This is an optimization exercise on Yosys and OpenROAD, whose aim is small area and a short achievable clock period, not a production implementation. Function was not checked in any run shown here: the RTL went through the layout flow alone.

## flow/design.v (module list and top-level ports; edited modules follow where they fit)
// module FIR1: 843 lines
module FIR1 (X, clk, Y, reset);
  // ...
==> flow/run.sh <==
#!/bin/bash
# synth_recipe.tcl (not shown) runs the flow's synth.tcl, then flattens the netlist and writes it again
# the make line also repeats each setting of config.mk as NAME=value (left out here)
make -C /OpenROAD-flow-scripts/flow DESIGN_CONFIG=/design/flow/config.mk WORK_HOME=/design/flow/orfs CLKGATE_MAP_FILE= SYNTH_SCRIPT=/design/flow/synth_recipe.tcl finish
==> flow/config.mk <==
export PLATFORM = sky130hd
export DESIGN_NAME = FIR1
export DESIGN_NICKNAME = FIR1
export VERILOG_FILES = /design/flow/design.v
export SDC_FILE = /design/flow/constraint.sdc
export NUM_CORES = 4
export LEC_CHECK = 0
export CAP_MARGIN = 20
export CORE_MARGIN = 2
export CORE_UTILIZATION = 40
export SLEW_MARGIN = 20
==> flow/constraint.sdc <==
create_clock -name core_clock -period 10.0 [get_ports {clk}]
set_input_delay 2.0000 -clock core_clock [delete_from_list [all_inputs] [get_ports {clk}]]
set_output_delay 2.0000 -clock core_clock [all_outputs]
set_load 0.01 [all_outputs]
==> reports/metrics.csv, run 1 <==
stage;metric;value;unit
status;outcome;timing/DRC/antenna clean;
detailed_routing;DR vias;13800;
detailed_routing;WL per Instance;19.7;microns
sta;final setup violation count;0;
die;die width;244;microns
sta;RSZ-0062 raised after global routing;false;
final_layout;number of multi-input logic gates;1143;
min_path;worst hold stages;0;
yosys;Post-synth EDFFs;0;
final_layout;clk tree area frac;5.23;%
min_path;start point of the worst hold path;d15[13];
die;Die Ht;244;microns
placed_design;dpl ws;1.53;ns
sta;Worst slew margin;31.1;%
critical_path;R2R depth;26;
global_routing;total grt overflow;0;
yosys;mux cell area share after synthesis;0.0435;%
critical_path;worst reg2reg setup slack;1.49;ns
placed_design;GP Congestion;0.930;
final_layout;number of fill cells in the layout;5192;
sta;Setup Skew;0.0248;ns
detailed_routing;Metal-1 WL;25.0;mm
cts;Setup Buffers After CTS;0;
final_layout;area delta synth->final;11.5;%
sta;final hold vios;0;
final_layout;multi-input gate share of the layout cell area;49.0;%
critical_path;Arrival @ worst endpoint;8.98;ns
critical_path;most frequent CP cell;fa_1;
==> inputs of run 2 (changes only) <==
--- a/flow/config.mk
+++ b/flow/config.mk
@@ -8,4 +8,5 @@
 export CAP_MARGIN = 20
 export CORE_MARGIN = 2
 export CORE_UTILIZATION = 40
+export SETUP_SLACK_MARGIN = 5
 export SLEW_MARGIN = 20
==> reports/metrics.csv, run 2 <==
stage;metric;value;unit;change
status;outcome;timing/DRC/antenna clean;;unchanged
run;Max Cap Viol;0;;unchanged
die;Die Ht;244;microns;unchanged
global_routing;met2 Resource Use GR;33.3;%;was 32.9%
yosys;Synth Area per Inst;11.9;sq um;unchanged
global_routing;vias in the first global route;15900;;was 15500
global_routing;initial antenna violation count;5;;was 3
detailed_routing;DR vias;14200;;was 13800
die;# rows;87;;unchanged
sta;final worst path period need;7.34;ns;was 8.51 ns
die;die width;244;microns;unchanged
yosys;top cells by count, synth;inv_1, dfrtp_1, fa_1, ha_1, xnor2_1;;unchanged
sta;Max Fclk;136;MHz;was 118 MHz
yosys;Netlist cell types;70;;unchanged
detailed_routing;DRT Pass-1 Iters;5;;unchanged
yosys;Most used DFF post-synth;dfrtp_1;;unchanged
yosys;cell taking the most area after synthesis;dfrtp_1;;unchanged
final_layout;Finished Layout Cells;2887;;was 2801
critical_path;nature of the critical path startpoint;flop;;unchanged
sta;Setup TNS Final;0;ns;unchanged
yosys;warnings from Yosys;1;;unchanged
detailed_routing;number of vias per cell;4.93;;about the same
min_path;Worst Hold Class;flop to flop;;unchanged
yosys;Synth Instances;1942;;unchanged
critical_path;worst setup path class;flop to flop;;unchanged
critical_path;endpoint class of the critical path;flop;;unchanged
final_layout;most frequent cells in the layout;inv_1, dfrtp_1, fa_1;;unchanged
yosys;largest cells by area after synthesis;dfrtp_1, fa_1, ha_1;;unchanged
critical_path;crit-path max FO;4;;was 9
final_layout;Ant. Diodes;0;;unchanged
detailed_routing;WL per Instance;20.3;microns;was 19.7 microns
die;Ports;30;;unchanged
yosys;FFs w/ async S/R, synth;100;%;unchanged
critical_path;number of buffers and inverters on the critical path;7;;was 3
placed_design;Post-DP HPWL;45.6;mm;was 45.0 mm
yosys;Post-synth EDFFs;0;;unchanged
critical_path;Worst EP required;10.46;ns;was 10.47 ns
detailed_routing;DRT Wirelength;58.6;mm;was 55.3 mm
cts;TritonCTS buffer count;41;;was 40
cts;Clock Tree Buf Depth;3;;unchanged
critical_path;family with the most delay on the worst path;adder cells;;unchanged
final_layout;most common cell after layout, fill and taps aside;inv_1;;unchanged
sta;slew at the pin closest to its max-slew limit;1.08;ns;was 1.03 ns
global_routing;Most Used Layer, Global Route;met2;;unchanged
cts;depth of the CTS H-tree;2;;unchanged
yosys;post-synthesis sequential area ratio;38.0;%;unchanged
placed_design;GP Congestion;0.931;;was 0.930
final_layout;Largest regs;r1 (28), r2 (28);;unchanged
global_routing;first-pass GRT wire length;93.1;mm;was 88.3 mm
final_layout;NumNets Final;2597;;was 2513
global_routing;largest net degree at the start of global routing;167;;was 139
yosys;count leader, synth;inv_1;;unchanged
yosys;top cell type's share of synthesized area;38.0;%;unchanged
sta;Setup Skew;0.0209;ns;was 0.0248 ns
global_routing;met3 GRT Util;3.49;%;was 3.12%
die;Core Box Area;56600;sq um;unchanged
cts;CTS Sinks;350;;unchanged
detailed_routing;DRC;0;;unchanged
detailed_routing;initial detailed-routing violation count;829;;was 701
placed_design;Post-Place Cells;2724;;was 2729
critical_path;slowest CP cell;fa_1;;was xnor2_1
sta;final hold vios;0;;unchanged
final_layout;area delta synth->final;20.0;%;was 11.5%
cts;Reg clk slew, reported paths;0.06;ns;was 0.07 ns
critical_path;Arrival @ worst endpoint;7.80;ns;was 8.98 ns
cts;worst skew pair latency;0.58;ns;about the same
cts;CTS tree;yes;;unchanged
die;area of the die;59500;sq um;unchanged
final_layout;layout cells sized above 1;18.3;%;was 4.79%
sta;final clock period utilization by the worst path;73.4;%;was 85.1%
sta;final setup violation count;0;;unchanged
die;Initial Utilization;40.7;%;unchanged
yosys;Yosys reg bits;350;;unchanged
sta;Worst slew margin;27.2;%;was 31.1%
cts;CTS root buffer;clkbuf_16;;unchanged
detailed_routing;ANT nets after route;0;;unchanged
global_routing;total grt overflow;0;;unchanged
global_routing;GR Util met1;29.0;%;was 26.6%
sta;RSZ-0062 raised after global routing;true;;was false
yosys;Synth Net Count;2440;;unchanged
sta;max-slew violations;0;;unchanged
global_routing;Total GRT Usage;20.6;%;was 19.7%
critical_path;most frequent CP cell;fa_2;;was fa_1
critical_path;slowest stage delay, CP;0.58;ns;was 0.68 ns
placed_design;port bufs;29;;unchanged
yosys;mapped cell area;23000;sq um;unchanged
sta;minimum hold slack;0.333;ns;was 0.341 ns
## run 2: cell counts after synthesis
Identical to the previous run, type by type.
## run 2: worst reg2reg max path: cells and delay by family (launching register included)
kind / cells / cell delay [ns]
fa+ha+maj: 9 / 3.32
compound gates: 11 / 2.38
buf+inv: 7 / 0.57
xor+xnor: 2 / 0.49
flops: 1 / 0.40
simple gates: 1 / 0.05
## run 2: worst paths after layout
path	start	endpoint	slack, ns	depth (start not counted)
worst max-delay path	d6[0]	r2[17]	2.66	30
worst min-delay path	d19[9]	d20[9]	0.33	0
worst max register to register	d6[0]	r2[17]	2.66	30
worst min register to register	d19[9]	d20[9]	0.33	0
max in group asynchronous	reset	d9[12]	6.77	3
min in group asynchronous	reset	d17[2]	1.90	2
## run 2: area by class of cell
class	count	area [sq um]
inverters	440	1660
multi-input cells	1143	13800
flip-flops and latches	350	8760
clock buffers	55	1150
repair buffers	123	1110
clock inverters	20	164
fillers	5082	29000
well taps	756	946
## run 2: metal layers
metal,routed length (microns),vias up
met1,26500,7419
met5,16,-
li1,-,6461
met2,27800,265
met4,1560,2
met3,2670,96
## run 2: what timing repair did
action	in CTS	in global routing
setup buffers	33	55
endpoints found under the setup margin	32	28
hold buffers	0	0
pin swaps	73	85
gates resized for setup	82	89
## run 2: logic make-up (layout without fill, tap and decap cells)
group / count (synthesis) / count (layout) / share of synthesized area, %
compound gates: 280 / 280 / 8.14
mux: 1 / 1 / 0.0435
flops: 350 / 350 / 38.0
xor+xnor: 123 / 123 / 4.74
buf+inv: 449 / 638 / 7.33
simple gates: 247 / 247 / 5.42
fa+ha+maj: 492 / 492 / 36.3
## run 2: through the flow
step	area, sq um	worst slack, ns	utilization [%]
6_report	27600	2.66	48.8
5_1_grt	27600	2.46	48.8
4_1_cts	26800	2.63	47.3
3_5_place_dp	24700	2.01	43.7
3_3_place_gp	24700	2.06	43.7
2_1_floorplan	23500	3.17	-

[port drivers added, routing unchanged]
In the flow no input, the clock included, has a driving cell. The finished layouts below were timed again as built, in two steps. Step 1 (the two cells are an assumption about what drives the block):
set clk [get_ports {clk}]
set_driving_cell -lib_cell sky130_fd_sc_hd__clkbuf_16 $clk
set_driving_cell -lib_cell sky130_fd_sc_hd__buf_2 [delete_from_list [all_inputs] $clk]
Step 2 also shifts input and output timing later by t, the mid clock arrival at the registers, as if the neighbouring blocks saw the same clock. Three values: ideal, step 1, step 2; two values: the first two.
run | shift t [ns] | setup slack, ns | latest minus earliest clock arrival (ns)
run 1 | 0.621 | 1.492 / 1.492 / 1.492 | 0.026 / 0.026
run 2 | 0.631 | 2.656 / 2.656 / 2.656 | 0.022 / 0.021
After both steps setup and hold are still met in every run listed.
